This design comes from an exercise in tuning for small area and a short achievable clock period on the open sky130 flow, not from production work. Where RTL was checked, it was by simulation tests only, not by an equivalence proof against the original. The RTL of run 7 was laid out without a check of its function. Power figures rest on the tool's default switching activity, not on a simulated workload.

[flow/design.v]
module axis_master(
    input logic bk_start,
    input logic [31:0] bk_data,
    input logic [3:0] bk_tstrb,
    input logic [3:0] bk_tkeep,
    input logic [1:0] bk_tid,
    input logic [1:0] bk_user,
    output logic bk_nordy,
    output logic bk_done,
    input axi_aclk,
    input axi_aresetn,
    output logic axis_tvalid,
    output logic [31:0] axis_tdata,
    output logic [3:0] axis_tstrb,
    output logic [3:0] axis_tkeep,
    output logic axis_tlast,
    output logic [1:0] axis_tid,
    output logic [1:0] axis_tuser,
    input axis_tready
);
    localparam DEPTH = 8, WIDTH = 44;
    logic [WIDTH - 1:0] fifo [DEPTH - 1:0];
    logic [WIDTH - 1:0] din, o_q, o_n;
    logic [7:0] d_q, d_n, w_q, w_n, cnt_q, cnt_n, nx_q, nx_n;
    logic s_q, v_q, l_q, nordy_q, v_n;
    logic full, wr, rd, byp, hold, show;
    assign din = {bk_data, bk_tstrb, bk_tkeep, bk_tid, bk_user};
    assign full = (d_q == 8'd8);
    assign wr   = bk_start & ~full;
    assign rd   = s_q & v_q & axis_tready;
    logic [7:0] d_inc, d_dec, w_inc;
    logic d_is0, d_is1, d_is2, d_is255, w_is0, w_is1, w_is255;
    logic gt1_inc, gt1_dec, gt1_same, v_inc, v_dec, v_same0, v_same1, v_clr;
    logic [7:0] nx_rot;
    logic [2:0] dl;
    assign d_inc = d_q + 8'd1;
    assign d_dec = d_q - 8'd1;
    assign w_inc = w_q + 8'd1;
    assign d_is0   = (d_q == 8'd0);
    assign d_is1   = (d_q == 8'd1);
    assign d_is2   = (d_q == 8'd2);
    assign d_is255 = (d_q == 8'd255);
    assign w_is0   = (w_q == 8'd0);
    assign w_is1   = (w_q == 8'd1);
    assign w_is255 = (w_q == 8'd255);
    assign gt1_same = ~d_is0 & ~d_is1;
    assign gt1_inc  = ~d_is0 & ~d_is255;
    assign gt1_dec  = ~d_is1 & ~d_is2;
    assign v_inc    = gt1_inc | (d_is0 & w_is0 & ~v_q);    
    assign v_dec    = gt1_dec;                             
    assign v_same0  = gt1_same | (d_is1 & w_is1 & ~v_q);   
    assign v_same1  = gt1_same;                            
    assign v_clr    = ~w_is255;                            
    always_comb begin
        if (l_q) begin
            w_n = wr ? w_inc : 8'd0;
            d_n = wr ? w_inc : 8'd0;
            v_n = wr & v_clr;
        end
        else begin
            w_n = wr ? w_inc : w_q;
            case ({wr, rd})
                2'b10:   begin d_n = d_inc; v_n = v_inc;   end
                2'b01:   begin d_n = d_dec; v_n = v_dec;   end
                2'b11:   begin d_n = d_q;   v_n = v_same1; end
                default: begin d_n = d_q;   v_n = v_same0; end
            endcase
        end
    end
    assign nx_rot = {nx_q[6:0], nx_q[7]};
    always_comb begin
        if (~v_q)      nx_n = 8'b0000_0001;
        else if (~s_q) nx_n = 8'b0000_0010;
        else if (rd)   nx_n = nx_rot;
        else           nx_n = nx_q;
    end
    assign cnt_n = (s_q & ~axis_tready) ? cnt_q + 8'd1 : 8'd0;
    logic en_b, en_h, en_m;
    logic [DEPTH - 1:0] sel;
    assign dl   = d_q[2:0];
    assign byp  = wr & (rd ? (dl == 3'd1) : (dl == 3'd0));
    assign hold = s_q & ~axis_tready;
    assign show = v_q & ~(d_is255 & wr & ~rd);
    assign en_b = show & byp;
    assign en_h = show & ~byp & hold;
    assign en_m = show & ~byp & ~hold;
    assign sel  = nx_q & {DEPTH{en_m}};
    always_comb begin
        o_n = (din & {WIDTH{en_b}}) | (o_q & {WIDTH{en_h}});
        for (int i = 0; i < DEPTH; i++)
            o_n = o_n | (fifo[i] & {WIDTH{sel[i]}});
    end
    always_ff @(posedge axi_aclk) begin
        if (wr) fifo[w_q[2:0]] <= din;
    end
    always_ff @(posedge axi_aclk or negedge axi_aresetn) begin
        if (~axi_aresetn) begin
            d_q     <= 8'd0;
            w_q     <= 8'd0;
            cnt_q   <= 8'd0;
            nx_q    <= 8'b0000_0001;
            s_q     <= 1'b0;
            v_q     <= 1'b0;
            l_q     <= 1'b0;
            nordy_q <= 1'b0;
            o_q     <= '0;
        end
        else begin
            d_q     <= d_n;
            w_q     <= w_n;
            cnt_q   <= cnt_n;
            nx_q    <= nx_n;
            s_q     <= v_q;
            v_q     <= v_n;
            l_q     <= v_q & ~v_n;
            nordy_q <= s_q & ~axis_tready & (cnt_q >= 8'd4) & (cnt_q != 8'd255);
            o_q     <= o_n;
        end
    end
    assign axis_tvalid = s_q;
    assign axis_tlast  = l_q;
    assign bk_done     = l_q;
    assign bk_nordy    = nordy_q;
    assign {axis_tdata, axis_tstrb, axis_tkeep, axis_tid, axis_tuser} = o_q;
endmodule
[flow/run.sh]
#!/bin/bash
# synth_recipe.tcl (not shown) runs the flow's synth.tcl, then flattens the netlist and writes it again
# the make line also repeats each setting of config.mk as NAME=value (left out here)
make -C /OpenROAD-flow-scripts/flow DESIGN_CONFIG=/design/flow/config.mk WORK_HOME=/design/flow/orfs CLKGATE_MAP_FILE= SYNTH_SCRIPT=/design/flow/synth_recipe.tcl finish
[flow/config.mk]
export PLATFORM = sky130hd
export DESIGN_NAME = axis_master
export DESIGN_NICKNAME = axis_master
export VERILOG_FILES = /design/flow/design.v
export SDC_FILE = /design/flow/constraint.sdc
export NUM_CORES = 4
export LEC_CHECK = 0
export CAP_MARGIN = 20
export CORE_MARGIN = 2
export CORE_UTILIZATION = 40
export SLEW_MARGIN = 20
[flow/constraint.sdc]
create_clock -name core_clock -period 5.0 [get_ports {axi_aclk}]
set_input_delay 1.0000 -clock core_clock [delete_from_list [all_inputs] [get_ports {axi_aclk}]]
set_output_delay 1.0000 -clock core_clock [all_outputs]
set_load 0.01 [all_outputs]
==> summary.txt, run 1 <==
Outcome
  – Status: complete, no violations

STA
  – Max Clock Freq: 325 MHz
  – Clk_skew: roughly 0.027 ns
  – Clock period minus final worst setup slack: 3.07 ns
  – Rel. slew slack: 0.414
  – Hold Fails Final Rpt: 0
  – Worst Max-Slew Pin Slew: 0.878 ns
  – Final setup viols: 0
  – RSZ-0062 raised after global routing: no
  – Final worst path period share: 0.615
  – Slew Viols, Final: 0

Synthesis
  – Syn_area_per_cell: 16.4 um^2
  – Post-Syn Area: 0.0165 mm^2
  – FFs w/ async S/R, synth: 0.185
  – Post-synthesis cell type count: 58
  – Yosys top cell area share: 0.641
  – YS warnings: 1
  – Post-synth EDFFs: ~350
  – Top cells by area, synth: edfxtp_1 64%, dfrtp_1 12%, a22oi_1 3.9%
  – Cell count after synthesis: 1,004
  – Register bit count reported by yosys: 432
  – Ys flop type: edfxtp_1
  – Synth area leader: edfxtp_1
  – Sequential element share of the synthesized area: 0.762
  – Syn nets: 1,062

CTS
  – CTS tree: yes
  – Clock Path Buffers: 3
  – Worst skew pair latency: 0.56 ns
  – Clock transition at path regs: 0.06 ns
  – Post_cts resized: 0
  – TritonCTS Buffers: 46
  – Post-CTS Hold Buffers: 0
  – Max H-tree Level: 2
  – Root buf cell: clkbuf_16
  – Clock Sinks: 432
  – Setup Buffers After CTS: 0

Critical path
  – CP startpoint kind: input port
  – Crit-path leading delay family: buffers and inverters
  – Worst EP arrival: 3.56 ns
  – Reg2reg start: d_q[0]
  – Worst reg2reg path endpoint: fifo[6][39]
  – Worst Path Buf+Inv: 2
  – R2r setup slk: 2.18 ns
  – R2r worst-path depth: 8
  – Worst Path Required: 5.48 ns
  – Slowest cell on the critical path: and3_1
  – CP Class: in2reg
  – Slowest cell delay on critical path: 0.72 ns
  – CP Capture Type: flop
  – Critical-path maximum fanout: 54
  – Critical-path cell list: clkdlybuf4s50_1 -> nand2b_2 -> buf_4 -> and3_1 -> a221o_1 -> a22o_1

Final layout
  – Area growth syn-to-layout: 18.4%
  – Diode count: 0
  – Non-filler instance count after layout: 1,667
  – Layout cells sized above 1: 0.110
  – Final #Nets: approximately 1,200

Placed design
  – Gpl congestion: 0.772
  – Post-DP HPWL: 21.7 mm
  – IO Port Bufs: 95
  – Placed cell count: 1,581

Detailed routing
  – DRT iter0 DRCs: between 900 and 1,000
  – Drt pass-1 iters: 5
  – Final wirelength: 42.4 mm
  – Wire per inst: 25.4 um
  – Post-route DRC: 0
  – Via count: 9,952
  – Via density: around 6
  – Final ANT Viol Nets: 0

Worst hold path
  – Hold Path Class: reg2reg
  – HP Start: cnt_q[0]
  – Hold path cells: 1
  – Hold Path End: cnt_q[0]

GRT
  – Global-route wire length before repair: 63.6 mm
  – Total GRT Usage: 0.194
  – Initial antenna violation count: 0
  – Largest net degree at the start of global routing: between 50 and 60
  – Overflow after GRT: 0
  – Via count of the first global-routing pass: roughly 9,900

Floorplan
  – Row count: 74
  – Top Ports: 96
  – CORE AREA: 0.0407 mm^2
  – Die W: 207 um
  – Initial Util: 0.405
  – Die Height: 207 um
  – Die ar.: 0.0429 mm^2

Flow run
  – Maxcap violations: 0

Pwr
  – Overall Power: 0.0111 W
  – Pwr dens: about 570 mW/mm^2
  – Peak supply drop: ~0.00023 V
  – Leakage: 6.54 nW
[layer usage]
layer	part of all wire	vias to the layer above	track usage	wire (um)
met3	0.062	51	0.0306	2650
li1	-	4342	-	-
met2	0.48	393	0.312	20300
met4	0.016	0	0.0456	682
met1	0.44	5166	0.277	18800
met5	0	-	0	0
[synthesized netlist by cell type (all sizes together), types with 2 or more instances]
| library cell | count |
|---|---|
| nand4 | 4 |
| nor3 | 5 |
| mux2i | 9 |
| nor4 | 6 |
| a221o | 44 |
| a221oi | 45 |
| a22oi | 86 |
| edfxtp | 352 |
| and2 | 2 |
| inv | 9 |
| clkbuf | 58 |
| a31oi | 45 |
| o22ai | 10 |
| o31ai | 2 |
| nor2 | 22 |
| nand3 | 12 |
| a21oi | 6 |
| buf | 21 |
| nand2 | 17 |
| and4 | 2 |
| a22o | 45 |
| xor2 | 4 |
| dfrtp | 79 |
| xnor2 | 13 |
| and3 | 7 |
| o21ai | 60 |
| or3 | 4 |
| nor2b | 3 |
| ha | 10 |
[area by class of cell]
| cell class | instances | area (um^2) |
|---|---|---|
| fill | 3463 | 21200 |
| clock inverter | 25 | 239 |
| tap | 532 | 666 |
| clock buffer | 61 | 1250 |
| multi-input combinational | 484 | 3610 |
| sequential | 432 | 12600 |
| inverter | 9 | 33.8 |
| timing repair buffer | 124 | 1170 |
[worst max path at each step]
stage | slack [ns] | depth (start not counted) | startpoint | end
3_5_place_dp | 1.38 | 6 | axis_tready | o_q[41]
6_report | 1.93 | 6 | axis_tready | o_q[20]
4_1_cts | 1.93 | 6 | axis_tready | o_q[33]
3_3_place_gp | 1.45 | 6 | axis_tready | o_q[17]
5_1_grt | 1.82 | 8 | axis_tready | o_q[9]
2_1_floorplan | -1.04 | 3 | bk_start | fifo[0][0]
[flip-flops by register name, indices dropped and copies added, names as in the netlist]
register and count:
fifo 352, v_q 1, o_q 44, d_q 8, nx_q 8, nordy_q 1, l_q 1, cnt_q 8
w_q 8, s_q 1
[cell families after synthesis]
kind of cell               synth area share
buffers and inverters                0.0237
xor gates and xnor gates            0.00902
muxes                               0.00614
AOI/OAI and AO/OA                     0.163
DFF                                   0.762
adders and majority gates           0.00758
and+or+nand+nor                      0.0289
[metrics by stage]
step | instance area (um^2) | setup slack (ns) | TNS, ns | utilization | hold WS (ns)
4_1_cts | 19500 | 1.93 | 0 | 0.480 | 0.490
2_1_floorplan | 16500 | -1.04 | -187.48 | - | 0.349
5_1_grt | 19500 | 1.82 | 0 | 0.480 | 0.518
6_report | 19500 | 1.93 | 0 | 0.480 | 0.492
3_3_place_gp | 18000 | 1.45 | 0 | 0.443 | 0.469
3_5_place_dp | 18100 | 1.38 | 0 | 0.443 | 0.479
[report_power, final]
part / leakage, nW / internal (W) / switching (W) / total [W]
combinational: 1.59 / 0.00118 / 0.00157 / 0.00275
sequential: 4.22 / 0.00458 / 0.000411 / 0.00499
clock: 0.734 / 0.00197 / 0.00137 / 0.00333
[cell usage in the layout, fill, tap and decap left out, types with 2 or more instances in the layout]
master	instances
o22ai_1	9
nor4_2	4
dfrtp_1	73
a221o_1	44
ha_1	10
xnor2_1	13
or3_1	4
nand2_1	16
clkbuf_16	46
nand4_1	4
dfrtp_2	6
o21ai_0	60
nor4_1	2
and3_4	2
clkbuf_1	11
xor2_1	4
clkdlybuf4s50_1	94
clkinv_1	6
clkinv_2	11
nor3_2	2
and3_1	5
a21oi_1	6
nor3_1	2
inv_1	9
a221oi_1	45
and4_1	2
o31ai_1	2
clkbuf_8	4
edfxtp_1	352
a22oi_1	86
nor2b_1	2
bufinv_16	4
a22o_1	45
nor2_1	20
inv_6	2
buf_4	30
nand3_1	12
a31oi_1	45
mux2i_1	9
==> run 2: changes to the inputs <==
--- a/flow/config.mk
+++ b/flow/config.mk
@@ -8,4 +8,6 @@
 export CAP_MARGIN = 20
 export CORE_MARGIN = 2
 export CORE_UTILIZATION = 40
+export CTS_BUF_LIST = sky130_fd_sc_hd__clkbuf_8
+export SETUP_SLACK_MARGIN = 3.0
 export SLEW_MARGIN = 20
==> summary.txt, run 2 <==
Outcome
  – Status: complete, no violations

Detailed routing
  – Via count: 10,500 (+5.7%)
  – Drt pass-1 iters: 7 (+2)
  – Via density: 5.97 (about the same)
  – Final wirelength: 46.6 mm (+9.9%)
  – Wire per inst: 26.4 um (+4.0%)
  – Final ANT Viol Nets: 0 (unchanged)
  – Post-route DRC: 0 (unchanged)
  – DRT iter0 DRCs: 1,004 (+5.0%)

CTS
  – Clock Path Buffers: 3 (unchanged)
  – TritonCTS Buffers: 72 (+57%)
  – Worst skew pair latency: 0.61 ns (+0.05 ns)
  – Clock Sinks: 432 (unchanged)
  – Root buf cell: clkbuf_8
  – Clock transition at path regs: 0.06 ns (about the same)
  – Max H-tree Level: 3 (+1)
  – CTS tree: yes

Synthesis
  – Yosys top cell area share: 0.641 (unchanged)
  – Synth area leader: edfxtp_1
  – YS warnings: 1 (unchanged)
  – Post-synthesis cell type count: 58 (unchanged)
  – Top cells by area, synth: edfxtp_1 64%, dfrtp_1 12%, a22oi_1 3.9%
  – Sequential element share of the synthesized area: 0.762 (unchanged)
  – Register bit count reported by yosys: 432 (unchanged)
  – Top post-synthesis cells by count: 352 x edfxtp_1, 86 x a22oi_1, 79 x dfrtp_1
  – Most frequent cell after synthesis: edfxtp_1
  – Ys flop type: edfxtp_1
  – Syn_area_per_cell: 16.4 um^2 (unchanged)
  – Syn nets: 1,062 (unchanged)
  – Post-Syn Area: 0.0165 mm^2 (unchanged)
  – FFs w/ async S/R, synth: 0.185 (unchanged)
  – Post-synth EDFFs: 352 (unchanged)
  – Cell count after synthesis: 1,004 (unchanged)

Critical path
  – Worst EP arrival: 1.21 ns (-2.35 ns)
  – Critical-path maximum fanout: 2 (-96%)
  – CP startpoint kind: flop
  – R2r worst-path depth: 6 (-2)
  – Worst Path Required: 4.00 ns (-1.48 ns)
  – Worst Path Buf+Inv: 1 (-1)
  – CP Capture Type: output pin
  – Crit path depth: 1 (-5)
  – Reg2reg start: nx_q[7]
  – Crit-path leading delay family: flip-flops
  – Slowest cell delay on critical path: 0.45 ns (-0.27 ns)
  – Slowest cell on the critical path: dfrtp_1
  – Critical path launch point: o_q[42]
  – Critical-path cell list: buf_6
  – CP Class: reg2out

GRT
  – Total GRT Usage: 0.211 (+0.0175)
  – Via count of the first global-routing pass: 10,300 (+3.7%)
  – Largest net degree at the start of global routing: 57 (+3.6%)
  – Overflow after GRT: 0 (unchanged)
  – Initial antenna violation count: 1 (+1)
  – Global-route wire length before repair: 67.5 mm (+6.1%)

Worst hold path
  – Hold Path Class: in2async

Floorplan
  – Die W: 207 um (unchanged)
  – Die ar.: 0.0429 mm^2 (unchanged)
  – Initial Util: 0.405 (unchanged)
  – Die Height: 207 um (unchanged)
  – Top Ports: 96 (unchanged)
  – CORE AREA: 0.0407 mm^2 (unchanged)
  – Row count: 74 (unchanged)

Pwr
  – Peak supply drop: 0.000267 V (+17%)
  – Leakage: 7.13 nW (+9.1%)
  – Pwr dens: 559 mW/mm^2 (-1.5%)

STA
  – Final worst path period share: 0.442 (-0.173)
  – RSZ-0062 raised after global routing: yes
  – Slew Viols, Final: 0 (unchanged)
  – Setup_tns: 0 ns (unchanged)
  – Hold Fails Final Rpt: 0 (unchanged)
  – Worst Max-Slew Pin Slew: 0.790 ns (-0.0874 ns)
  – Rel. slew slack: 0.473 (+0.0595)
  – Final setup viols: 0 (unchanged)
  – Max Clock Freq: 452 MHz (+39%)
  – Clk_skew: 0.0251 ns (-0.00215 ns)
  – Clock period minus final worst setup slack: 2.21 ns (-0.864 ns)

Placed design
  – Placed cell count: 1,576 (-0.32%)
  – IO Port Bufs: 95 (unchanged)
  – Gpl congestion: 0.802 (+3.8%)
  – Post-DP HPWL: 21.7 mm (+0.12%)

Flow run
  – Maxcap violations: 0 (unchanged)

Final layout
  – Final #Nets: 1,230 (+6.5%)
  – Most frequent cells in the layout: 352 x edfxtp_1, 89 x clkbuf_8, 86 x a22oi_1
  – Largest register FFs: 352 (unchanged)
  – Non-filler instance count after layout: 1,763 (+5.8%)
  – Layout fillers: 3,443 (-0.58%)
  – Layout cells sized above 1: 0.242 (+0.132)
  – Final Core Density: 0.501 (+0.0212)
  – Area growth syn-to-layout: 23.7%
  – Commonest non-fill, non-tap cell in the layout: edfxtp_1
[run 2: cell count changes in the layout (fill, tap and decap cells not counted), moves of 12 or more]
cell,previous run,this run
inv_1,9,32
a221oi_2,0,15
clkbuf_16,46,4
buf_12,0,12
clkbuf_8,4,89
buf_2,0,40
buf_6,0,24
a221oi_1,45,30
clkdlybuf4s50_1,94,44
[run 2: cells by family after synthesis]
logic type / after synthesis / share of synthesized area
AO/OA/AOI/OAI: 356 / 0.163
XOR/XNOR: 17 / 0.00902
adder cells (fa/ha/maj): 10 / 0.00758
buffers and inverters: 88 / 0.0237
flip-flops: 432 / 0.762
multiplexers: 10 / 0.00614
AND/OR/NAND/NOR: 91 / 0.0289
[run 2: metrics by stage]
stage	hold WS, ns	area, um^2	total power (W)	setup WS [ns]
4_1_cts	0.375	20000	0.0112	2.76
2_1_floorplan	0.349	16800	0.00675	1.82
5_1_grt	0.409	20400	0.0119	2.76
3_3_place_gp	0.479	18100	0.00781	1.11
6_report	0.392	20400	0.0114	2.79
3_5_place_dp	0.485	18100	0.00788	1.05
[run 2: metal layers]
| metal | vias up | track usage | wire (um) |
|---|---|---|---|
| li1 | 4528 | - | - |
| met1 | 5440 | 0.304 | 20300 |
| met2 | 487 | 0.323 | 21700 |
| met3 | 66 | 0.0426 | 3700 |
| met4 | 0 | 0.0667 | 886 |
| met5 | - | 0 | 0 |
[run 2: final cells by class]
cell class / instances / area, um^2 / share of cell area
clock buffers: 89 / 1220 / 0.0600
repair buffers: 165 / 1620 / 0.0792
multi-input cells: 492 / 4030 / 0.197
well taps: 532 / 666 / 0.0326
clock inverters: 43 / 230 / 0.0113
inverters: 9 / 38.8 / 0.00190
flip-flops and latches: 432 / 12600 / 0.618
diodes: 1 / 2.50 / 0.000123
[run 2: power breakdown]
part / switching [W] / leakage [nW] / total (W) / internal, W
registers: 0.000424 / 4.20 / 0.00501 / 0.00459
logic: 0.00188 / 2.09 / 0.00329 / 0.00141
clock network: 0.00138 / 0.844 / 0.00310 / 0.00171
[run 2: repair_timing]
action / CTS / global route
hold buffers: 0 / 0
gates resized for setup: 268 / 50
endpoints found under the setup margin: 471 / 255
buffers inserted: 28 / 12
pin swaps: 9 / 8
cloned: 10 / 4
[run 2: worst paths after layout]
path | end | slack, ns
min reg2reg | cnt_q[0] | 0.49
max reg2reg | o_q[42] | 2.90
max | axis_tdata[30] | 2.79
max in group asynchronous | nx_q[2] | 3.49
min | d_q[5] | 0.39
min in group core_clock | cnt_q[0] | 0.49
==> run 3: changes to the inputs <==
--- a/flow/config.mk
+++ b/flow/config.mk
@@ -8,6 +8,7 @@
 export CAP_MARGIN = 20
 export CORE_MARGIN = 2
 export CORE_UTILIZATION = 40
-export CTS_BUF_LIST = sky130_fd_sc_hd__clkbuf_8
+export CTS_CLUSTER_DIAMETER = 150
+export CTS_CLUSTER_SIZE = 30
 export SETUP_SLACK_MARGIN = 3.0
 export SLEW_MARGIN = 20
==> summary.txt, run 3 <==
Placed design
  – Post-DP HPWL: 21.7 mm (unchanged)
  – Gpl congestion: 0.802 (unchanged)
  – IO Port Bufs: 95 (unchanged)
  – Placed Area: 0.0181 mm^2 (unchanged)

Floorplan
  – Initial Util: 0.405 (unchanged)
  – Top Ports: 96 (unchanged)
  – Row count: 74 (unchanged)
  – CORE AREA: 0.0407 mm^2 (unchanged)
  – Die ar.: 0.0429 mm^2 (unchanged)
  – Die W: 207 um (unchanged)
  – Die Height: 207 um (unchanged)

Critical path
  – Reg2reg start: nx_q[7]
  – CP Capture Type: output pin
  – Most Frequent Cell on Critical Path: buf_6
  – Slowest cell on the critical path: dfrtp_2
  – Critical-path cell list: buf_6 -> buf_6
  – CP Class: reg2out
  – Slowest cell delay on critical path: 0.44 ns (about the same)
  – Critical-path maximum fanout: 2 (unchanged)
  – Worst EP arrival: 1.22 ns (about the same)
  – Critical path launch point: l_q
  – CP startpoint kind: flop
  – Worst Path Required: 4.00 ns (about the same)

Worst hold path
  – Hold Path Class: in2async

Synthesis
  – Ys flop type: edfxtp_1
  – Cell count after synthesis: 1,004 (unchanged)
  – Yosys top cell area share: 0.641 (unchanged)
  – Post-synth EDFFs: 352 (unchanged)
  – YS warnings: 1 (unchanged)
  – Syn nets: 1,062 (unchanged)
  – Post-synthesis cell type count: 58 (unchanged)
  – FFs w/ async S/R, synth: 0.185 (unchanged)
  – Most frequent cell after synthesis: edfxtp_1
  – Top cells by area, synth: edfxtp_1 64%, dfrtp_1 12%, a22oi_1 3.9%
  – Sequential element share of the synthesized area: 0.762 (unchanged)
  – Synth area leader: edfxtp_1
  – Post-Syn Area: 0.0165 mm^2 (unchanged)
  – Top post-synthesis cells by count: 352 x edfxtp_1, 86 x a22oi_1, 79 x dfrtp_1
  – Register bit count reported by yosys: 432 (unchanged)
  – Syn_area_per_cell: 16.4 um^2 (unchanged)

GRT
  – Met2 usage: 0.321 (-0.00207)
  – Total GRT Usage: 0.205 (-0.00575)
  – Gr busiest metal: met2
  – Global-route wire length before repair: 66.3 mm (-1.7%)
  – Via count of the first global-routing pass: 9,739 (-5.2%)
  – Met1 Usage GRT: 0.306 (+0.00129)
  – Initial antenna violation count: 1 (unchanged)
  – Overflow after GRT: 0 (unchanged)
  – Met3 Use GR: 0.0326 (-0.0100)
  – Largest net degree at the start of global routing: 57 (unchanged)

CTS
  – Clock transition at path regs: 0.12 ns (+0.06 ns)
  – Root buf cell: clkbuf_16
  – Worst skew pair latency: 0.54 ns (-0.07 ns)
  – Post-CTS Hold Buffers: 0 (unchanged)
  – Clock Sinks: 432 (unchanged)
  – TritonCTS Buffers: 18 (-75%)
  – CTS tree: yes
  – Max H-tree Level: 1 (-2)
  – Clock Path Buffers: 3 (unchanged)

Final layout
  – Final #Nets: 1,183 (-3.8%)
  – Layout cells sized above 1: 0.207 (-0.0356)
  – Area growth syn-to-layout: 19.3%
  – Design Area, Final: 0.0197 mm^2 (-3.6%)
  – Most frequent cells in the layout: 352 x edfxtp_1, 86 x a22oi_1, 61 x dfrtp_1
  – Commonest non-fill, non-tap cell in the layout: edfxtp_1
  – Largest register FFs: 352 (unchanged)

STA
  – Max Clock Freq: 449 MHz (-0.62%)
  – Rel. slew slack: 0.467 (-0.00647)
  – Clock period minus final worst setup slack: 2.22 ns (+0.0139 ns)
  – Setup_tns: 0 ns (unchanged)
  – Final setup viols: 0 (unchanged)
  – Hold Fails Final Rpt: 0 (unchanged)
  – Final worst path period share: 0.445 (+0.00277)
  – RSZ-0062 raised after global routing: yes
  – Slew Viols, Final: 0 (unchanged)
  – Clk_skew: 0.0266 ns (+0.00149 ns)
  – Worst Max-Slew Pin Slew: 0.800 ns (+0.00970 ns)

Detailed routing
  – Via density: 6.14 (+2.9%)
  – Via count: 10,300 (-2.5%)
  – Wire per inst: 28.0 um (+5.8%)
  – Final wirelength: 46.7 mm (+0.20%)
  – DRT iter0 DRCs: 1,234 (+23%)
  – Drt pass-1 iters: 5 (-2)
  – Post-route DRC: 0 (unchanged)
  – Final ANT Viol Nets: 0 (unchanged)

Pwr
  – Pwr dens: 517 mW/mm^2 (-7.5%)
  – Part of the power in combinational logic: 0.331 (+0.042)
  – Seq pwr share: 0.492 (+0.052)
  – Peak supply drop: 0.000282 V (+5.8%)
  – Switching Fraction: 0.337 (+0.0132)
  – Leakage: 6.61 nW (-7.3%)
  – Switching power: 0.00342 W (-7.2%)
  – Int Power: 0.00675 W (-13%)
  – Clock power frac: 0.178 (-0.094)

Outcome
  – Status: complete, no violations

Flow run
  – Maxcap violations: 0 (unchanged)
## run 3: stage by stage
step	power, W	std cells	setup WS (ns)	hold slack [ns]	utilization
final	0.0102	1670	2.78	0.433	0.483
after floorplan	0.00675	1004	1.82	0.349	-
after detailed placement	0.00788	1576	1.05	0.485	0.445
after CTS	0.00995	1659	2.76	0.449	0.472
after global routing	0.0106	1669	2.74	0.461	0.483
after global placement	0.00781	1576	1.11	0.479	0.445
## run 3: area by class of cell
cell class	instances	area, um^2
inverters	9	38.8
flip-flops and latches	432	12600
multi-input cells	495	4100
well taps	532	666
clock buffers	31	520
diodes	1	2.50
fillers	3479	21100
clock inverters	1	20.0
repair buffers	169	1730
## run 3: kinds of logic (layout without fill, tap and decap cells)
| kind of cell | Yosys count | after routing | synth area share |
|---|---|---|---|
| DFF | 432 | 432 | 0.762 |
| AOI/OAI and AO/OA | 356 | 356 | 0.163 |
| and+or+nand+nor | 91 | 102 | 0.0289 |
| buffers and inverters | 88 | 210 | 0.0237 |
| xor gates and xnor gates | 17 | 17 | 0.00902 |
| adders and majority gates | 10 | 10 | 0.00758 |
| muxes | 10 | 10 | 0.00614 |
| other | 0 | 1 | 0 |
## run 3: timing repair
item                                    CTS  global route
pin swaps                                11            17
buffers inserted                         40             1
endpoints found under the hold margin     0             0
endpoints found under the setup margin  471           249
gates resized for setup                 280            65
gates cloned                             11             9
## run 3: routing by layer
metal | vias up | routed length (um)
met5 | - | 0
li1 | 4393 | -
met3 | 48 | 4040
met1 | 5348 | 20300
met4 | 0 | 816
met2 | 469 | 21500
## run 3: power by group through the flow
stage	sequential, W	combinational (W)	clock [W]
2_1_floorplan	0.00494	0.00181	0
3_3_place_gp	0.00508	0.00273	0
3_5_place_dp	0.00508	0.00279	0
4_1_cts	0.00498	0.00313	0.00184
5_1_grt	0.00505	0.00359	0.00194
6_report	0.00500	0.00336	0.00181
## run 3: worst paths after layout
| path | cells past startpoint | endpoint | slack [ns] |
|---|---|---|---|
| max | 2 | axis_tlast | 2.78 |
| min | 1 | d_q[5] | 0.43 |
| max reg2reg | 6 | o_q[42] | 2.82 |
| min reg2reg | 1 | cnt_q[0] | 0.50 |
| max in group asynchronous | 2 | nx_q[7] | 3.44 |
| min in group core_clock | 1 | cnt_q[0] | 0.50 |
## run 3: critical path, delay by kind of cell (launching register included)
kind | cells | cell delay [ns]
flip-flops | 1 | 0.44
buffers and inverters | 2 | 0.24
==> run 4: changes to the inputs <==
--- a/flow/config.mk
+++ b/flow/config.mk
@@ -7,8 +7,6 @@
 export LEC_CHECK = 0
 export CAP_MARGIN = 20
 export CORE_MARGIN = 2
-export CORE_UTILIZATION = 40
-export CTS_CLUSTER_DIAMETER = 150
-export CTS_CLUSTER_SIZE = 30
+export CORE_UTILIZATION = 60
 export SETUP_SLACK_MARGIN = 3.0
 export SLEW_MARGIN = 20
==> summary.txt, run 4 <==
Outcome
  – Status: complete, no violations

STA
  – Hold Fails Final Rpt: 0 (unchanged)
  – Clk_skew: 0.0192 ns (-0.00738 ns)
  – Final setup viols: 0 (unchanged)
  – Final worst path period share: 0.432 (-0.0129)
  – Slew Viols, Final: 0 (unchanged)
  – Max Clock Freq: 463 MHz (+3.0%)
  – Setup_tns: 0 ns (unchanged)
  – RSZ-0062 raised after global routing: yes
  – Clock period minus final worst setup slack: 2.16 ns (-0.0647 ns)
  – WHS: 0.480 ns (+0.0473 ns)
  – Worst Max-Slew Pin Slew: 1.18 ns (+0.378 ns)
  – Rel. slew slack: 0.215 (-0.252)

Detailed routing
  – Final wirelength: 50.0 mm (+7.1%)
  – Post-route DRC: 0 (unchanged)
  – Drt pass-1 iters: 7 (+2)
  – Met1 WL: 19.2 mm (-5.7%)
  – Met3 wire length: 5.81 mm (+44%)
  – DRT iter0 DRCs: 1,720 (+39%)
  – Metal2 WL: 23.1 mm (+7.2%)
  – Highest routed layer: met4
  – Final ANT Viol Nets: 0 (unchanged)
  – Wire per inst: 32.2 um (+15%)
  – Via count: 11,200 (+8.7%)
  – Via density: 7.17 (+17%)

Placed design
  – Post-DP HPWL: 20.3 mm (-6.6%)
  – Gpl congestion: 0.796 (-0.74%)
  – IO Port Bufs: 95 (unchanged)

Critical path
  – Crit-path leading delay family: flip-flops
  – Worst EP arrival: 1.16 ns (-0.06 ns)
  – CP Capture Type: output pin
  – Slowest cell delay on critical path: 0.44 ns (about the same)
  – CP Class: reg2out
  – Worst Path Required: 4.00 ns (about the same)
  – Critical-path cell list: buf_2
  – Slowest cell on the critical path: dfrtp_1
  – Critical-path maximum fanout: 2 (unchanged)
  – Reg2reg start: s_q
  – CP startpoint kind: flop
  – Critical path launch point: o_q[25]
  – Worst Path Buf+Inv: 1 (-1)

Pwr
  – Leakage: 7.38 nW (+12%)
  – Peak supply drop: 0.000338 V (+20%)
  – Pwr dens: 573 mW/mm^2 (+11%)
  – Overall Power: 0.0121 W (+19%)

Floorplan
  – Die ar.: 0.0288 mm^2 (-33%)
  – Die W: 170 um (-18%)
  – Die Height: 170 um (-18%)
  – Top Ports: 96 (unchanged)
  – CORE AREA: 0.0270 mm^2 (-34%)
  – Row count: 60 (-19%)
  – Initial Util: 0.612 (+0.207)

Final layout
  – Multi-input gate area: 0.00449 mm^2 (+9.6%)
  – Diode count: 0 (-1)
  – Most frequent cells in the layout: 352 x edfxtp_1, 86 x a22oi_1, 63 x dfrtp_1
  – Storage element area: 0.0126 mm^2 (about the same)
  – Final Core Density: 0.784 (+0.301)
  – Final #Nets: 1,240 (+4.8%)
  – Layout cells sized above 1: 0.272 (+0.0657)
  – Layout fillers: 1,468 (-58%)
  – Commonest non-fill, non-tap cell in the layout: edfxtp_1
  – Largest register FFs: 352 (unchanged)
  – Area growth syn-to-layout: 28.1%

Synthesis
  – Yosys top cell area share: 0.641 (unchanged)
  – Sequential element share of the synthesized area: 0.762 (unchanged)
  – Syn nets: 1,062 (unchanged)
  – Post-Syn Area: 0.0165 mm^2 (unchanged)
  – Register bit count reported by yosys: 432 (unchanged)
  – Most frequent cell after synthesis: edfxtp_1
  – Top post-synthesis cells by count: 352 x edfxtp_1, 86 x a22oi_1, 79 x dfrtp_1
  – Synth area leader: edfxtp_1
  – Cell count after synthesis: 1,004 (unchanged)
  – Syn_area_per_cell: 16.4 um^2 (unchanged)
  – YS warnings: 1 (unchanged)
  – Post-synthesis cell type count: 58 (unchanged)
  – Post-synth EDFFs: 352 (unchanged)
  – Top cells by area, synth: edfxtp_1 64%, dfrtp_1 12%, a22oi_1 3.9%
  – FFs w/ async S/R, synth: 0.185 (unchanged)
  – Ys flop type: edfxtp_1

Worst hold path
  – HP Start: cnt_q[0]
  – Hold Path Class: reg2reg

CTS
  – CTS tree: yes
  – Clock Path Buffers: 3 (unchanged)
  – Worst skew pair latency: 0.54 ns (about the same)
  – TritonCTS Buffers: 42 (+24)
  – Clock transition at path regs: 0.07 ns (-0.05 ns)
  – Clock Sinks: 432 (unchanged)
  – Root buf cell: clkbuf_16
  – Max H-tree Level: 2 (+1)

GRT
  – Initial antenna violation count: 0 (-1)
  – Total GRT Usage: 0.338 (+0.133)
  – Via count of the first global-routing pass: 10,800 (+11%)
  – Global-route wire length before repair: 70.3 mm (+6.0%)
  – Overflow after GRT: 0 (unchanged)
  – Largest net degree at the start of global routing: 61 (+7.0%)

Flow run
  – Maxcap violations: 0 (unchanged)
run 4: path summary, 6_finish.rpt:
kind	endpoint	slack, ns	cells after the start
hold reg to reg	cnt_q[0]	0.48	1
hold / removal	cnt_q[0]	0.48	1
max in group asynchronous	o_q[7]	3.52	2
min in group asynchronous	d_q[5]	0.59	1
setup reg to reg	o_q[17]	2.88	9
setup / recovery	axis_tdata[13]	2.84	1
run 4: per-layer routing:
| layer | GRT usage | vias up |
|---|---|---|
| li1 | - | 4548 |
| met1 | 0.481 | 5633 |
| met2 | 0.524 | 820 |
| met3 | 0.0723 | 154 |
| met5 | 0 | - |
| met4 | 0.125 | 0 |
run 4: kinds of logic after synthesis:
group / after synthesis / synth area share
AO/OA/AOI/OAI: 356 / 0.163
adder cells (fa/ha/maj): 10 / 0.00758
AND/OR/NAND/NOR: 91 / 0.0289
XOR/XNOR: 17 / 0.00902
multiplexers: 10 / 0.00614
buffers and inverters: 88 / 0.0237
flip-flops: 432 / 0.762
run 4: area by class of cell:
type / count / area share
inverters: 9 / 0.00172
clock inverters: 8 / 0.00486
flip-flops and latches: 432 / 0.596
well taps: 341 / 0.0202
repair buffers: 198 / 0.107
clock buffers: 69 / 0.0579
multi-input cells: 499 / 0.213
run 4: repair_timing:
action	4_1_cts	5_1_grt
hold buffers	0	0
endpoints found under the setup margin	470	205
buffers inserted	35	22
gates resized for setup	348	68
gates cloned	30	6
pin swaps	32	29
run 4: power breakdown:
group	internal, W	switching, W	total (W)
Sequential	0.00459	0.000456	0.00504
Clock	0.00178	0.00129	0.00307
Combinational	0.00179	0.00221	0.00400
run 4: per-stage QoR:
| step | cells | worst slack [ns] | area, um^2 |
|---|---|---|---|
| finish | 1556 | 2.84 | 21100 |
| global route | 1556 | 2.82 | 21100 |
| CTS | 1528 | 2.87 | 20500 |
| global placement | 1386 | 1.64 | 17900 |
| floorplan | 1004 | 1.82 | 16800 |
| detailed placement | 1386 | 1.58 | 17900 |
==> run 5: changes to the inputs <==
--- a/flow/config.mk
+++ b/flow/config.mk
@@ -7,6 +7,6 @@
 export LEC_CHECK = 0
 export CAP_MARGIN = 20
 export CORE_MARGIN = 2
-export CORE_UTILIZATION = 60
+export CORE_UTILIZATION = 40
 export SETUP_SLACK_MARGIN = 3.0
 export SLEW_MARGIN = 20
==> summary.txt, run 5 <==
Critical path
  – Critical path launch point: l_q
  – CP Class: reg2out
  – Slowest cell delay on critical path: 0.45 ns (about the same)
  – Worst EP arrival: 1.14 ns (-0.02 ns)
  – CP startpoint kind: flop
  – Critical-path cell list: buf_6
  – Worst Path Buf+Inv: 1 (unchanged)
  – Reg2reg start: nx_q[7]
  – Crit-path leading delay family: flip-flops
  – CP Capture Type: output pin
  – Critical-path maximum fanout: 3 (+1)
  – Slowest cell on the critical path: dfrtp_2
  – Worst Path Required: 4.00 ns (about the same)

Floorplan
  – Top Ports: 96 (unchanged)
  – Die W: 207 um (+22%)
  – Initial Util: 0.405 (-0.207)
  – Die Height: 207 um (+22%)
  – Row count: 74 (+23%)
  – Die ar.: 0.0429 mm^2 (+49%)
  – CORE AREA: 0.0407 mm^2 (+51%)

GRT
  – Total GRT Usage: 0.205 (-0.133)
  – Overflow after GRT: 0 (unchanged)
  – Initial antenna violation count: 1 (+1)
  – Global-route wire length before repair: 66.1 mm (-5.9%)
  – Largest net degree at the start of global routing: 57 (-6.6%)
  – Via count of the first global-routing pass: 10,100 (-6.6%)

Synthesis
  – Top cells by area, synth: edfxtp_1 64%, dfrtp_1 12%, a22oi_1 3.9%
  – Syn_area_per_cell: 16.4 um^2 (unchanged)
  – Cell count after synthesis: 1,004 (unchanged)
  – Main combinational cell family by area after synthesis: compound AO/OA/AOI/OAI gates
  – Ys flop type: edfxtp_1
  – Post-Syn Area: 0.0165 mm^2 (unchanged)
  – Register bit count reported by yosys: 432 (unchanged)
  – Yosys top cell area share: 0.641 (unchanged)
  – Syn nets: 1,062 (unchanged)
  – YS warnings: 1 (unchanged)
  – Mux cell area share after synthesis: 0.00614 (unchanged)
  – Most frequent cell after synthesis: edfxtp_1
  – Synth area leader: edfxtp_1
  – Post-synthesis cell type count: 58 (unchanged)
  – Synth Area in Adders: 0.00758 (unchanged)
  – FFs w/ async S/R, synth: 0.185 (unchanged)
  – Simple-gate area share of the yosys netlist: 0.0289 (unchanged)
  – Compound-cell area share of the yosys netlist: 0.163 (unchanged)
  – Post-synth EDFFs: 352 (unchanged)
  – Post-synthesis xor/xnor area fraction: 0.00902 (unchanged)
  – Sequential element share of the synthesized area: 0.762 (unchanged)
  – Top post-synthesis cells by count: 352 x edfxtp_1, 86 x a22oi_1, 79 x dfrtp_1

CTS
  – Root buf cell: clkbuf_16
  – TritonCTS Buffers: 44 (+4.8%)
  – Post-CTS Hold Buffers: 0 (unchanged)
  – CTS tree: yes
  – Clock Path Buffers: 3 (unchanged)
  – Clock transition at path regs: 0.06 ns (about the same)
  – Worst skew pair latency: 0.55 ns (about the same)
  – Clock Sinks: 432 (unchanged)
  – Max H-tree Level: 2 (unchanged)

STA
  – Max Clock Freq: 467 MHz (+0.81%)
  – Final worst path period share: 0.429 (-0.00348)
  – Hold Fails Final Rpt: 0 (unchanged)
  – Worst Max-Slew Pin Slew: 0.806 ns (-0.372 ns)
  – Setup_tns: 0 ns (unchanged)
  – RSZ-0062 raised after global routing: yes
  – Slew Viols, Final: 0 (unchanged)
  – Final setup viols: 0 (unchanged)
  – WHS: 0.437 ns (-0.0432 ns)
  – Clk_skew: 0.0211 ns (+0.00185 ns)
  – Rel. slew slack: 0.463 (+0.248)
  – Clock period minus final worst setup slack: 2.14 ns (-0.0174 ns)

Final layout
  – Layout fillers: 3,392 (+130%)
  – Final #Nets: 1,216 (-1.9%)
  – Layout cells sized above 1: 0.236 (-0.0369)
  – Commonest non-fill, non-tap cell in the layout: edfxtp_1
  – Most frequent cells in the layout: 352 x edfxtp_1, 86 x a22oi_1, 63 x dfrtp_1
  – Largest register FFs: 352 (unchanged)
  – Area growth syn-to-layout: 24.9%

Detailed routing
  – Final ANT Viol Nets: 0 (unchanged)
  – Via count: 10,600 (-5.0%)
  – Final wirelength: 47.7 mm (-4.7%)
  – Drt pass-1 iters: 5 (-2)
  – Post-route DRC: 0 (unchanged)
  – DRT iter0 DRCs: 1,234 (-28%)
  – Wire per inst: 27.6 um (-14%)
  – Via density: 6.14 (-14%)

Pwr
  – Seq pwr share: 0.434 (+0.018)
  – Clock power frac: 0.272 (+0.019)
  – Switching power: 0.00369 W (-6.9%)
  – Peak supply drop: 0.000257 V (-24%)
  – Switching Fraction: 0.319 (-0.00827)
  – Part of the power in combinational logic: 0.294 (-0.036)
  – Int Power: 0.00788 W (-3.3%)
  – Leakage: 7.08 nW (-4.0%)
  – Pwr dens: 562 mW/mm^2 (-2.0%)

Worst hold path
  – Hold Path Class: in2async

Placed design
  – IO Port Bufs: 95 (unchanged)
  – Gpl congestion: 0.802 (+0.74%)
  – Post-DP HPWL: 21.7 mm (+7.1%)

Outcome
  – Status: complete, no violations

Flow run
  – Maxcap violations: 0 (unchanged)
==> run 5: final timing paths <==
kind                                   end  slack, ns  cells after the start
worst max-delay path            axis_tlast       2.86                      1
min in group core_clock           cnt_q[0]       0.49                      1
worst min-delay path                d_q[4]       0.44                      1
worst max register to register     o_q[42]       2.90                      6
worst min register to register    cnt_q[0]       0.49                      1
max in group asynchronous          nx_q[4]       3.46                      2
==> run 5: logic make-up (layout without fill, tap and decap cells) <==
family          Yosys count  count (layout)
fa+ha+maj                10              10
simple gates             91             105
other cells               0               1
buf+inv                  88             263
flops                   432             432
compound gates          356             356
mux                      10              10
xor+xnor                 17              17
==> run 5: stage by stage <==
step,cell area [um^2],utilization,power (W),setup slack [ns],instances
after detailed placement,18100,0.445,0.00788,1.05,1576
after floorplan,16800,-,0.00675,1.82,1004
after CTS,19900,0.488,0.0112,2.81,1696
after global routing,20600,0.506,0.0120,2.82,1725
final,20600,0.506,0.0116,2.86,1726
after global placement,18100,0.445,0.00781,1.11,1576
==> run 5: cell type report <==
cell class / instances / area [um^2] / area share
Clock inverter: 19 / 170 / 0.00826
Antenna cell: 1 / 2.50 / 0.000121
Timing Repair Buffer: 173 / 1780 / 0.0865
Sequential cell: 432 / 12600 / 0.611
Tap cell: 532 / 666 / 0.0323
Multi-Input combinational cell: 498 / 4150 / 0.201
Clock buffer: 62 / 1200 / 0.0582
Inverter: 9 / 38.8 / 0.00188
==> run 5: timing repair <==
action,4_1_cts,5_1_grt
endpoints found under the setup margin,471,271
pin swaps,10,37
setup buffers,30,12
resized for setup,271,80
hold endpoints to repair,0,0
cloned,9,17
==> run 5: per-layer routing <==
| layer | global-route usage | wire [um] |
|---|---|---|
| met5 | 0 | 0 |
| met4 | 0.0569 | 1050 |
| met3 | 0.0338 | 3890 |
| met2 | 0.319 | 22200 |
| met1 | 0.301 | 20600 |
==> run 5: power by group through the flow <==
stage / Sequential (W) / Clock, W / Combinational (W)
after floorplan: 0.00494 / 0 / 0.00181
after global placement: 0.00508 / 0 / 0.00273
after detailed placement: 0.00508 / 0 / 0.00279
after CTS: 0.00500 / 0.00320 / 0.00301
after global routing: 0.00507 / 0.00333 / 0.00364
final: 0.00502 / 0.00315 / 0.00340
==> run 6: changes to the inputs <==
--- a/flow/config.mk
+++ b/flow/config.mk
@@ -8,5 +8,7 @@
 export CAP_MARGIN = 20
 export CORE_MARGIN = 2
 export CORE_UTILIZATION = 40
+export CTS_CLUSTER_DIAMETER = 120
+export CTS_CLUSTER_SIZE = 25
 export SETUP_SLACK_MARGIN = 3.0
 export SLEW_MARGIN = 20
==> summary.txt, run 6 <==
Synthesis
  – Sequential element share of the synthesized area: 0.762 (unchanged)
  – Synth area leader: edfxtp_1
  – Post-Syn Area: 0.0165 mm^2 (unchanged)
  – YS warnings: 1 (unchanged)
  – Ys flop type: edfxtp_1
  – Cell count after synthesis: 1,004 (unchanged)
  – Post-synthesis cell type count: 58 (unchanged)
  – Syn nets: 1,062 (unchanged)
  – Top post-synthesis cells by count: 352 x edfxtp_1, 86 x a22oi_1, 79 x dfrtp_1
  – Top cells by area, synth: edfxtp_1 64%, dfrtp_1 12%, a22oi_1 3.9%
  – Register bit count reported by yosys: 432 (unchanged)
  – FFs w/ async S/R, synth: 0.185 (unchanged)
  – Most frequent cell after synthesis: edfxtp_1
  – Yosys top cell area share: 0.641 (unchanged)
  – Post-synth EDFFs: 352 (unchanged)
  – Syn_area_per_cell: 16.4 um^2 (unchanged)

STA
  – RSZ-0062 raised after global routing: yes
  – Setup_tns: 0 ns (unchanged)
  – Clk_skew: 0.0220 ns (+0.000913 ns)
  – Rel. slew slack: 0.475 (+0.0122)
  – Final setup viols: 0 (unchanged)
  – WHS: 0.442 ns (+0.00542 ns)
  – Max Clock Freq: 448 MHz (-3.9%)
  – Slew Viols, Final: 0 (unchanged)
  – Final worst path period share: 0.446 (+0.0174)
  – Hold Fails Final Rpt: 0 (unchanged)
  – Worst Max-Slew Pin Slew: 0.787 ns (-0.0183 ns)
  – Worst setup margin: 2.77 ns (-0.0869 ns)
  – Clock period minus final worst setup slack: 2.23 ns (+0.0869 ns)

Placed design
  – Post-DP HPWL: 21.7 mm (unchanged)
  – Placed cell count: 1,576 (unchanged)
  – Worst slack, placed: 1.05 ns (unchanged)
  – IO Port Bufs: 95 (unchanged)
  – Gpl congestion: 0.802 (unchanged)

Final layout
  – Area growth syn-to-layout: 19.1%
  – Layout cells sized above 1: 0.211 (-0.0250)
  – Non-filler instance count after layout: 1,668 (-3.4%)
  – Final #Nets: 1,182 (-2.8%)
  – Largest register FFs: 352 (unchanged)
  – Layout fillers: 3,482 (+2.7%)
  – Commonest non-fill, non-tap cell in the layout: edfxtp_1
  – Most frequent cells in the layout: 352 x edfxtp_1, 86 x a22oi_1, 62 x dfrtp_1

Detailed routing
  – Via density: 6.12 (-0.22%)
  – Drt pass-1 iters: 5 (unchanged)
  – Final ANT Viol Nets: 0 (unchanged)
  – DRT iter0 DRCs: 1,075 (-13%)
  – Met1 WL: 20.2 mm (-1.6%)
  – Met3 wire length: 3.61 mm (-7.2%)
  – Final wirelength: 46.6 mm (-2.4%)
  – Wire per inst: 27.9 um (+0.97%)
  – Via count: 10,200 (-3.6%)
  – Post-route DRC: 0 (unchanged)
  – Metal2 WL: 21.7 mm (-2.3%)
  – Highest routed layer: met4

CTS
  – TritonCTS Buffers: 21 (-52%)
  – Clock transition at path regs: 0.10 ns (+0.04 ns)
  – Worst skew pair latency: 0.54 ns (about the same)
  – Root buf cell: clkbuf_16
  – Clock Sinks: 432 (unchanged)
  – Max H-tree Level: 1 (-1)
  – Clock Path Buffers: 3 (unchanged)
  – Post-CTS Hold Buffers: 0 (unchanged)
  – CTS tree: yes

Pwr
  – Part of the power in combinational logic: 0.328 (+0.034)
  – Leakage: 6.59 nW (-6.8%)
  – Switching Fraction: 0.336 (+0.0173)
  – Switching power: 0.00345 W (-6.5%)
  – Seq pwr share: 0.487 (+0.053)
  – Int Power: 0.00682 W (-14%)
  – Peak supply drop: 0.000265 V (+2.9%)
  – Clock power frac: 0.185 (-0.087)
  – Pwr dens: 522 mW/mm^2 (-7.0%)

Flow run
  – Maxcap violations: 0 (unchanged)

Floorplan
  – Die ar.: 0.0429 mm^2 (unchanged)
  – Die Height: 207 um (unchanged)
  – Initial Util: 0.405 (unchanged)
  – Die W: 207 um (unchanged)
  – Top Ports: 96 (unchanged)
  – Row count: 74 (unchanged)
  – CORE AREA: 0.0407 mm^2 (unchanged)

Critical path
  – Critical-path cell list: buf_6 -> buf_6
  – Worst reg2reg path endpoint: o_q[42]
  – CP startpoint kind: flop
  – Reg2reg start: nx_q[7]
  – R2r worst-path depth: 6 (unchanged)
  – Slowest cell delay on critical path: 0.44 ns (about the same)
  – R2r setup slk: 2.90 ns (about the same)
  – Most Frequent Cell on Critical Path: buf_6
  – Worst EP arrival: 1.23 ns (+0.09 ns)
  – Worst Path Required: 4.00 ns (about the same)
  – Critical-path maximum fanout: 2 (-1)
  – CP Capture Type: output pin
  – CP Class: reg2out
  – Slowest cell on the critical path: dfrtp_2
  – Worst Path Buf+Inv: 2 (+1)
  – Crit-path leading delay family: flip-flops

Outcome
  – Status: complete, no violations

GRT
  – Total GRT Usage: 0.207 (+0.00202)
  – Largest net degree at the start of global routing: 57 (unchanged)
  – Global-route wire length before repair: 66.8 mm (+0.98%)
  – Overflow after GRT: 0 (unchanged)
  – Via count of the first global-routing pass: 9,734 (-3.2%)
  – Initial antenna violation count: 1 (unchanged)

Worst hold path
  – Hold Path Class: in2async
## run 6: cell types whose count changed in the layout (fill, tap and decap cells not counted), sizes merged
cell / change
clkbuf: -37
clkinv: -12
bufinv: -3
and3: -2
buf: -2
inv: -1
nand2b: -1
## run 6: cell families (layout without fill, tap and decap cells)
| family | count (synthesis) | in the layout | synth area share |
|---|---|---|---|
| fa+ha+maj | 10 | 10 | 0.00758 |
| buf+inv | 88 | 208 | 0.0237 |
| mux | 10 | 10 | 0.00614 |
| flops | 432 | 432 | 0.762 |
| xor+xnor | 17 | 17 | 0.00902 |
| compound gates | 356 | 356 | 0.163 |
| simple gates | 91 | 102 | 0.0289 |
| other cells | 0 | 1 | 0 |
## run 6: worst max path at each step
stage                      from         end  slack (ns)  depth (start not counted)
global placement    axis_tready     o_q[42]        1.11                          5
global route                l_q  axis_tlast        2.73                          2
CTS                         l_q  axis_tlast        2.77                          2
finish                      l_q  axis_tlast        2.77                          2
detailed placement  axis_tready     o_q[42]        1.05                          7
floorplan              bk_start  fifo[0][0]        1.82                          3
## run 6: worst reg2reg max path, stage by stage (launching register included)
cell      delay (ns)
dfrtp_4         0.65
buf_6           0.27
a22o_1          0.25
a221oi_1        0.23
a21oi_1         0.12
a221o_1         0.27
a22o_1          0.20
## run 6: final cells by class
| type | instances | area, um^2 | share of cell area |
|---|---|---|---|
| antenna | 1 | 2.50 | 0.000127 |
| timing repair buffer | 165 | 1620 | 0.0823 |
| clock inverter | 3 | 33.8 | 0.00172 |
| clock buffer | 31 | 563 | 0.0286 |
| multi-input combinational | 495 | 4140 | 0.210 |
| inverter | 9 | 38.8 | 0.00197 |
| tap | 532 | 666 | 0.0339 |
| sequential | 432 | 12600 | 0.641 |
## run 6: layer usage
metal  vias to the layer above  track usage
li1                       4393            -
met1                      5314        0.313
met2                       448        0.325
met3                        60       0.0267
met4                         0       0.0394
met5                         -            0
## run 6: timing repair
action                     4_1_cts  5_1_grt
cloned                          12        4
resized for setup              278       69
pin swaps                       12       17
setup endpoints to repair      471      241
setup buffers                   36        5
## run 6: power by group through the flow
stage | combinational (W) | clock, W | sequential (W)
2_1_floorplan | 0.00181 | 0 | 0.00494
3_3_place_gp | 0.00273 | 0 | 0.00508
3_5_place_dp | 0.00279 | 0 | 0.00508
4_1_cts | 0.00313 | 0.00193 | 0.00498
5_1_grt | 0.00361 | 0.00204 | 0.00505
6_report | 0.00337 | 0.00190 | 0.00500
## run 6: metrics by stage
step	utilization	area (um^2)	total power, W
final	0.483	19700	0.0103
after global routing	0.482	19700	0.0107
after CTS	0.472	19200	0.0100
after detailed placement	0.445	18100	0.00788
after global placement	0.445	18100	0.00781
after floorplan	-	16800	0.00675
==> run 7: changes to the inputs <==
--- a/flow/design.v
+++ b/flow/design.v
@@ -84,9 +84,9 @@
     assign en_b = show & byp;
     assign en_h = show & ~byp & hold;
     assign en_m = show & ~byp & ~hold;
-    assign sel  = nx_q & {DEPTH{en_m}};
+    assign sel  = (nx_q & {DEPTH{en_m}}) | ({nx_q[0], nx_q[7:1]} & {DEPTH{en_h}});
     always_comb begin
-        o_n = (din & {WIDTH{en_b}}) | (o_q & {WIDTH{en_h}});
+        o_n = din & {WIDTH{en_b}};
         for (int i = 0; i < DEPTH; i++)
             o_n = o_n | (fifo[i] & {WIDTH{sel[i]}});
     end
==> flow/flow/run.sh (new file) <==
#!/bin/bash
# Standard ORFS layout, except that the port buffers inserted before global
# placement are the small sky130_fd_sc_hd__buf_1 instead of the default pick;
# timing repair still resizes them where needed.
set -euo pipefail
bash standard.sh "BUFFER_PORTS_ARGS=-buffer_cell sky130_fd_sc_hd__buf_1" finish > make_finish.log 2>&1
==> flow/standard.sh (new file) <==
#!/bin/bash
# synth_recipe.tcl (not shown) runs the flow's synth.tcl, then flattens the netlist and writes it again
# the make line also repeats each setting of config.mk as NAME=value (left out here)
make -C /OpenROAD-flow-scripts/flow DESIGN_CONFIG=/design/flow/config.mk WORK_HOME=/design/flow/orfs CLKGATE_MAP_FILE= SYNTH_SCRIPT=/design/flow/synth_recipe.tcl "${@:-finish}"
--- a/flow/config.mk
+++ b/flow/config.mk
@@ -8,7 +8,7 @@
 export CAP_MARGIN = 20
 export CORE_MARGIN = 2
 export CORE_UTILIZATION = 40
-export CTS_CLUSTER_DIAMETER = 120
-export CTS_CLUSTER_SIZE = 25
+export CTS_CLUSTER_DIAMETER = 150
+export CTS_CLUSTER_SIZE = 30
 export SETUP_SLACK_MARGIN = 3.0
 export SLEW_MARGIN = 20
removed: flow/run.sh
==> summary.txt, run 7 <==
Critical path
  – Worst Path Required: 5.31 ns (+1.31 ns)
  – Critical-path maximum fanout: 7 (+5)
  – R2r worst-path depth: 8 (+2)
  – Worst EP arrival: 2.70 ns (+1.47 ns)
  – CP startpoint kind: flop
  – R2r setup slk: 2.61 ns (-0.29 ns)
  – Reg2reg start: d_q[5]
  – Worst reg2reg path endpoint: fifo[7][30]
  – CP Class: reg2reg
  – CP Capture Type: flop

STA
  – Max Clock Freq: 418 MHz (-6.8%)
  – Final worst path period share: 0.479 (+0.0326)
  – Rel. slew slack: 0.356 (-0.119)
  – Clk_skew: 0.0416 ns (+0.0196 ns)
  – Hold Fails Final Rpt: 0 (unchanged)
  – Setup_tns: 0 ns (unchanged)
  – Worst Max-Slew Pin Slew: 0.966 ns (+0.178 ns)
  – RSZ-0062 raised after global routing: yes
  – Clock period minus final worst setup slack: 2.39 ns (+0.163 ns)
  – Final setup viols: 0 (unchanged)
  – Slew Viols, Final: 0 (unchanged)

GRT
  – Via count of the first global-routing pass: 9,803 (+0.71%)
  – Largest net degree at the start of global routing: 58 (+1.8%)
  – Global-route wire length before repair: 63.9 mm (-4.3%)
  – Overflow after GRT: 0 (unchanged)
  – Initial antenna violation count: 2 (+1)
  – Total GRT Usage: 0.204 (-0.00315)

Synthesis
  – Main combinational cell family by area after synthesis: compound AO/OA/AOI/OAI gates
  – Mux cell area share after synthesis: 0.00986 (+0.00372)
  – Syn nets: 1,062 (unchanged)
  – Sequential element share of the synthesized area: 0.774 (+0.0120)
  – Simple-gate area share of the yosys netlist: 0.0543 (+0.0254)
  – Top post-synthesis cells by count: 352 x edfxtp_1, 132 x a22oi_1, 114 x nand2_1
  – Cell count after synthesis: 1,004 (unchanged)
  – FFs w/ async S/R, synth: 0.185 (unchanged)
  – Post-synthesis cell type count: 50 (-14%)
  – Most frequent cell after synthesis: edfxtp_1
  – Synth area leader: edfxtp_1
  – Compound-cell area share of the yosys netlist: 0.127 (-0.0357)
  – Post-Syn Area: 0.0162 mm^2 (-1.6%)
  – Top cells by area, synth: edfxtp_1 65%, dfrtp_1 12%, a22oi_1 6.1%
  – Yosys top cell area share: 0.651 (+0.0101)
  – Ys flop type: edfxtp_1
  – YS warnings: 1 (unchanged)
  – Syn_area_per_cell: 16.2 um^2 (-1.6%)
  – Post-synth EDFFs: 352 (unchanged)
  – Post-synthesis xor/xnor area fraction: 0.00971 (+0.000682)
  – Register bit count reported by yosys: 432 (unchanged)
  – Synth Area in Adders: 0.00770 (+0.000120)

Placed design
  – Post-DP HPWL: 21.2 mm (-2.4%)
  – Gpl congestion: 0.846 (+5.5%)
  – IO Port Bufs: 95 (unchanged)
  – Placed cell count: 1,598 (+1.4%)

Detailed routing
  – Via density: 5.92 (-3.4%)
  – Via count: 10,500 (+3.1%)
  – Drt pass-1 iters: 5 (unchanged)
  – Final ANT Viol Nets: 0 (unchanged)
  – Wire per inst: 27.2 um (-2.4%)
  – DRT iter0 DRCs: 1,328 (+24%)
  – Final wirelength: 48.4 mm (+4.1%)
  – Post-route DRC: 0 (unchanged)

Final layout
  – Layout cells sized above 1: 0.325 (+0.114)
  – Largest register FFs: 352 (unchanged)
  – Commonest non-fill, non-tap cell in the layout: edfxtp_1
  – Layout fillers: 3,130 (-10%)
  – Most frequent cells in the layout: 352 x edfxtp_1, 131 x a22oi_1, 73 x nand2_1
  – Area growth syn-to-layout: 30.1%
  – Non-filler instance count after layout: 1,779 (+6.7%)
  – Final #Nets: 1,299 (+9.9%)

CTS
  – Worst skew pair latency: 0.54 ns (about the same)
  – CTS tree: yes
  – TritonCTS Buffers: 18 (-14%)
  – Max H-tree Level: 1 (unchanged)
  – Clock transition at path regs: 0.12 ns (+0.02 ns)
  – Clock Path Buffers: 3 (unchanged)
  – Clock Sinks: 432 (unchanged)
  – Root buf cell: clkbuf_16

Floorplan
  – Initial Util: 0.407 (+0.00194)
  – Top Ports: 96 (unchanged)
  – Row count: 73 (-1.4%)
  – Die W: 206 um (-0.77%)
  – Die ar.: 0.0422 mm^2 (-1.5%)
  – Die Height: 206 um (-0.77%)
  – CORE AREA: 0.0399 mm^2 (-2.0%)

Pwr
  – Leakage: 7.38 nW (+12%)
  – Pwr dens: 493 mW/mm^2 (-5.6%)
  – Peak supply drop: 0.000246 V (-6.9%)

Outcome
  – Status: complete, no violations

Worst hold path
  – Hold path cells: 2
  – Hold Path End: o_q[37]
  – Hold Path Class: reg2reg
  – HP Start: fifo[5][37]

Flow run
  – Maxcap violations: 0 (unchanged)
[run 7: what timing repair did]
| action | CTS | global route |
|---|---|---|
| endpoints found under the hold margin | 0 | 0 |
| resized for setup | 147 | 193 |
| pin swaps | 21 | 54 |
| setup endpoints to repair | 462 | 462 |
| setup buffers | 57 | 35 |
| hold buffers | 0 | 0 |
| gates cloned | 24 | 32 |
[run 7: kinds of logic (layout without fill, tap and decap cells)]
kind of cell,Yosys count,count (layout)
and+or+nand+nor,195,210
DFF,432,432
buffers and inverters,63,296
other,0,1
AOI/OAI and AO/OA,270,270
adders and majority gates,10,10
xor gates and xnor gates,18,18
muxes,16,17
[run 7: layout make-up]
cell class                 count  area (um^2)  share of cell area
multi-input combinational    525         4430               0.209
inverter                       8         33.8             0.00160
clock inverter                 1         20.0            0.000947
tap                          525          657              0.0311
timing repair buffer         256         2880               0.136
antenna                        1         2.50            0.000118
sequential                   432        12600               0.596
clock buffer                  31          520              0.0246
[run 7: worst max-delay path, stage by stage, from the launching register on]
cell	delay, ns
dfrtp_2	0.45
or4_4	0.57
o31ai_4	0.34
buf_12	0.19
buf_12	0.12
nor2_4	0.04
buf_12	0.15
buf_6	0.14
buf_16	0.15
[run 7: stage by stage]
stage	instance area (um^2)	setup slack, ns	utilization	hold WS [ns]	power, W
after floorplan	16700	1.62	-	0.415	0.00651
after global placement	17600	1.03	0.442	0.422	0.00727
after detailed placement	17600	0.995	0.442	0.429	0.00730
after CTS	19600	2.68	0.492	0.448	0.00970
after global routing	21100	2.61	0.530	0.463	0.0108
final	21100	2.61	0.530	0.448	0.0104
[run 7: metal layers]
layer  up-vias  wire length, um  track usage
met2       509            23000        0.327
met3        76             4130       0.0280
met5         -               16            0
met4         2             1250       0.0511
li1       4509                -            -
met1      5431            20100        0.296
[run 7: report_power, final]
group | leakage (nW) | switching (W) | internal (W)
sequential | 4.22 | 0.000360 | 0.00453
clock | 0.258 | 0.00107 | 0.000735
combinational | 2.90 | 0.00206 | 0.00167
[run 7: worst max-delay path by stage]
stage | from | endpoint | slack [ns] | cells past startpoint
3_5_place_dp | axis_tready | o_q[2] | 0.99 | 8
5_1_grt | d_q[5] | fifo[7][32] | 2.61 | 8
2_1_floorplan | bk_start | fifo[0][0] | 1.62 | 4
4_1_cts | d_q[4] | o_q[41] | 2.68 | 9
3_3_place_gp | axis_tready | o_q[2] | 1.03 | 8
6_report | d_q[5] | fifo[7][30] | 2.61 | 8

-- static timing again, ports no longer ideal --
How much do the figures lean on ideal ports? The routed layouts below were timed once more, with nothing changed but the port constraints. Step 1 sets driving cells, clkbuf_16 on the clock port and buf_2 on the other inputs (assumed; they add their load-dependent delay and slew). Step 2 times the ports against the registers' clock, not the clock port: input delays grow and output delays shrink by t, the midpoint of the rising clock arrivals with the driver on. Slacks: no drivers / after step 1 / after step 2; pairs: no drivers / after step 1.
run	t (ns)	setup WS [ns]	latest minus earliest clock arrival (ns)	slew at the worst register clock pin (ns)
run 1	0.598	1.925 / 1.953 / 1.355	0.028 / 0.028	0.06 / 0.06
run 2	0.645	2.789 / 2.738 / 2.341	0.027 / 0.026	0.06 / 0.06
run 3	0.583	2.775 / 2.723 / 2.414	0.027 / 0.027	0.12 / 0.12
run 4	0.583	2.840 / 2.792 / 2.295	0.026 / 0.026	0.07 / 0.07
run 5	0.599	2.857 / 2.803 / 2.434	0.021 / 0.021	0.06 / 0.06
run 6	0.585	2.770 / 2.719 / 2.473	0.022 / 0.023	0.10 / 0.10
run 7	0.577	2.607 / 2.607 / 2.184	0.043 / 0.043	0.12 / 0.12
After both steps every run listed still meets setup and hold. For run 1, which loses most, drivers alone change the setup slack by +0.028 ns; drivers and shift together by -0.570 ns.
